This is an optimization exercise on Yosys and OpenROAD, whose aim is small area, not a production implementation.
Function was checked by simulation only, so behaviour that the tests miss may differ from the original.
No activity file was given, so power comes from the tool's default toggle rates.

alpha:
## si570_compute
module si570_compute
(
    input         clk, resetn,
    input  [47:0] si570_regs_in,
    input         start,
    output        idle,
    output [47:0] si570_regs_out
);
Size: ~100 I/O pins, ~0.0029 mm2 of cells after synthesis.
export LEC_CHECK = 0
export ABC_AREA = 1
export CAP_MARGIN = 20
export CORE_MARGIN = 2
export CORE_UTILIZATION = 80
export PLACE_DENSITY = 0.9
export SLEW_MARGIN = 20
create_clock -name core_clock -period 20.0 [get_ports {clk}]
standard.sh (not shown) runs the stock make flow with config.mk's settings and CLKGATE_MAP_FILE= SYNTH_SCRIPT=/design/flow/synth_recipe.tcl, a recipe that flattens the netlist after the stock synthesis.
==> flow/flow/run.sh <==
#!/bin/bash
set -euo pipefail
bash standard.sh synth > synth.log 2>&1
bash standard.sh \
  "SKIP_REPAIR_TIE_FANOUT=1" \
  "BUFFER_PORTS_ARGS=-buffer_cell sky130_fd_sc_hd__buf_1" \
  "CTS_ARGS=-sink_clustering_enable -repair_clock_nets -dont_use_dummy_load -buf_list sky130_fd_sc_hd__clkbuf_4" \
  finish > layout.log 2>&1
Run status, alpha: aborted in global placement (3_3_place_gp), error GPL-0301
Input changes introduced in beta (baseline for comparison: alpha):
Settings: CORE_UTILIZATION changed from 80 to 66; PLACE_DENSITY changed from 0.9 to 0.8.
==> results.txt <==
- The flow ended early for alpha: it failed with a tool error in global placement (3_3_place_gp).
- Having completed the whole flow, beta delivered a layout that passed the timing, DRC and antenna checks.
- beta and alpha ended up with roughly the same count of mapped cells out of synthesis.
- In terms of synthesized area, beta and alpha differ only marginally.
- beta -> alpha: xor/xnor cell area share of the yosys netlist delta 0, exact match
- The initial core utilization of beta falls short of that of alpha by 17 points.
- Reported for beta and alpha, area fraction in and, or, nand and nor cells after synthesis turned out identical to the last digit.
- Re number of flops mapped to enable cells by yosys: no difference whatsoever between beta and alpha.
- Summary of beta over alpha: die width increased about 9%; site row count increased 3; fraction of the mapped netlist area in adder cells essentially unchanged.
- Looking at beta and alpha, the count of distinct cell types in the synthesized netlist is a wash.
- In the metrics for beta and alpha, the one carrying the lower overall die height is alpha.
Modified inputs, gamma compared to beta
Settings: changing CORE_UTILIZATION from 66 to 72; changing PLACE_DENSITY from 0.8 to 0.85.
Notes after the runs:
Comparing beta against gamma, there is no change at all in area fraction in and, or, nand and nor cells after synthesis. Between beta and gamma, the area of all placed cells without fillers figures differ only marginally. gamma vs beta, total power went up by 0.0000012 W. Going from beta to gamma, cell area reported after detailed placement roughly the same; instance count on the critical path higher. Relative max-transition margin improves in gamma relative to beta.
### gamma -> delta
Settings: changing CORE_UTILIZATION from 72 to 60; changing PLACE_DENSITY from 0.85 to 0.75.
==> comparison <==
- Die size: delta exceeds gamma
- Clock skew: delta vs gamma up 0.0057 ns
- The higher worst-margin pin slew came out of delta.

run A:
si570_compute, a different RTL version from the one above (not shown whole).
Size in the first run: ~390 cells after synthesis, about 63 flip-flops.
clock: 20.0 ns
lec_check: 0
abc_area: 1
cap_margin: 20
core_margin: 2
core_utilization: 30
slew_margin: 20
==> flow/flow/run.sh <==
#!/bin/bash
set -euo pipefail
bash standard.sh synth > synth.log 2>&1
bash standard.sh \
  "BUFFER_PORTS_ARGS=-buffer_cell sky130_fd_sc_hd__buf_1" \
  "CTS_ARGS=-sink_clustering_enable -repair_clock_nets -dont_use_dummy_load -buf_list sky130_fd_sc_hd__clkbuf_4 -sink_clustering_size 20 -sink_clustering_max_diameter 60" \
  finish > layout.log 2>&1
[inputs] run B vs run A
# run A
export LEC_CHECK = 0
export ABC_AREA = 1
export CAP_MARGIN = 20
export CORE_MARGIN = 2
export CORE_UTILIZATION = 30
export SLEW_MARGIN = 20
create_clock -name core_clock -period 20.0 [get_ports {clk}]
# run B
export LEC_CHECK = 0
export ABC_AREA = 1
export CAP_MARGIN = 20
export CORE_MARGIN = 2
export CORE_UTILIZATION = 60
export PLACE_DENSITY = 0.75
export SLEW_MARGIN = 20
create_clock -name core_clock -period 20.0 [get_ports {clk}]
==> flow/flow/run.sh <==
#!/bin/bash
set -euo pipefail
bash standard.sh synth > synth.log 2>&1
bash standard.sh \
  "SKIP_REPAIR_TIE_FANOUT=1" \
  "BUFFER_PORTS_ARGS=-buffer_cell sky130_fd_sc_hd__buf_1" \
  "CTS_ARGS=-sink_clustering_enable -repair_clock_nets -dont_use_dummy_load -buf_list sky130_fd_sc_hd__clkbuf_4" \
  finish > layout.log 2>&1
Notes after the runs:
Compared with run A, in run B number of buffers outside the clock class in the layout lower; power consumption down about 1.4%; clock skew increased 0.0061 ns; maximum frequency decreased by 1.9 MHz relative to the old numbers. Re first-pass GRT wire length: run B and run A aren't equal, and the higher value belongs to run A. Of run B and run A, the run reporting the higher number of vias after detailed routing was run A.
[inputs] run C vs run B
# run B
export LEC_CHECK = 0
export ABC_AREA = 1
export CAP_MARGIN = 20
export CORE_MARGIN = 2
export CORE_UTILIZATION = 60
export PLACE_DENSITY = 0.75
export SLEW_MARGIN = 20
create_clock -name core_clock -period 20.0 [get_ports {clk}]
# run C
export LEC_CHECK = 0
export ABC_AREA = 1
export CAP_MARGIN = 20
export CORE_MARGIN = 2
export CORE_UTILIZATION = 30
export SLEW_MARGIN = 20
create_clock -name core_clock -period 20.0 [get_ports {clk}]
==> flow/flow/run.sh <==
#!/bin/bash
set -euo pipefail
bash standard.sh synth > synth.log 2>&1
bash standard.sh \
  "SKIP_REPAIR_TIE_FANOUT=1" \
  "BUFFER_PORTS_ARGS=-buffer_cell sky130_fd_sc_hd__buf_1" \
  "CTS_ARGS=-sink_clustering_enable -repair_clock_nets -dont_use_dummy_load -buf_list sky130_fd_sc_hd__clkbuf_8 -sink_clustering_size 32 -sink_clustering_max_diameter 200" \
  finish > layout.log 2>&1
Results
Run C: combinational share of power lower than run B. [compare] base=run B new=run C: growth of design area from synthesis to finish +5.5 points; combinational logic power ~0 delta; area of the die +0.0052 mm2; clock transition at the registers of the reported paths -0.04 ns. The critical path required time of run C is lower than that of run B. Looking at register-to-register slack, run C sits 0.32 ns higher than run B does. Comparing net switching share of the total power for run B and run C, the smaller number came from run C. Diff run B -> run C | utilization after layout | decrease of 34 points. The run showing the greater die boundary width is run C.
--- input diff run C..run D ---
==> flow/flow/run.sh <==
#!/bin/bash
set -euo pipefail
bash standard.sh synth > synth.log 2>&1
bash standard.sh \
  "SKIP_REPAIR_TIE_FANOUT=1" \
  "BUFFER_PORTS_ARGS=-buffer_cell sky130_fd_sc_hd__buf_1" \
  "CTS_ARGS=-sink_clustering_enable -repair_clock_nets -dont_use_dummy_load -buf_list sky130_fd_sc_hd__clkbuf_4" \
  finish > layout.log 2>&1
### Flow results
- Measured against each other, run C and run D differ in clock insertion delay at the later pin of the skew report, the lower figure coming from run C.
- Against run C, post-layout total power in run D fell by a little under 10%.
- On fmax: between run C and run D, it ends up higher for run D.
- Run D was carried through to the last stage, and its layout satisfied the timing, DRC and antenna checks.
- Run C did not stop at any stage, and its layout met the timing, DRC and antenna checks.
- [run D] non-clock buffering overhead in the final layout rose 0.17 points relative to run C
- Summary: maximum vdd ir drop, run D better than run C

-- re-timing with driven ports --
No port has a modelled driver above. Below, the same layouts with a new extraction and two added sets of constraints.
Step 1 sets driving cells, clkbuf_16 on the clock port and buf_2 on the other inputs (assumed; they add their load-dependent delay and slew).
Step 2 adds t to the input delays and takes it off the output delays; t is the mean of the earliest and latest rising clock arrival at the registers after step 1. Input paths then give back, and output paths get back, about the clock's delay inside the block.
Slacks: ideal ports / drivers / drivers and shift; pairs: ideal ports / drivers.
run | shift t [ns] | setup WS [ns] | pins driven straight from the clock port
beta | 0.386 | 11.014 / 11.016 / 10.630 | 1
gamma | 0.400 | 11.030 / 11.017 / 10.617 | 1
delta | 0.394 | 11.109 / 11.114 / 10.720 | 1
run A | 0.419 | 10.934 / 10.938 / 10.519 | 1
run B | 0.404 | 10.776 / 10.772 / 10.368 | 1
run C | 0.356 | 10.868 / 10.870 / 10.513 | 1
run D | 0.402 | 10.907 / 10.904 / 10.502 | 1
After both steps setup and hold are still met in every run listed. The setup slack of run A, which loses most, moves by +0.004 ns with the drivers and by -0.415 ns with both steps.
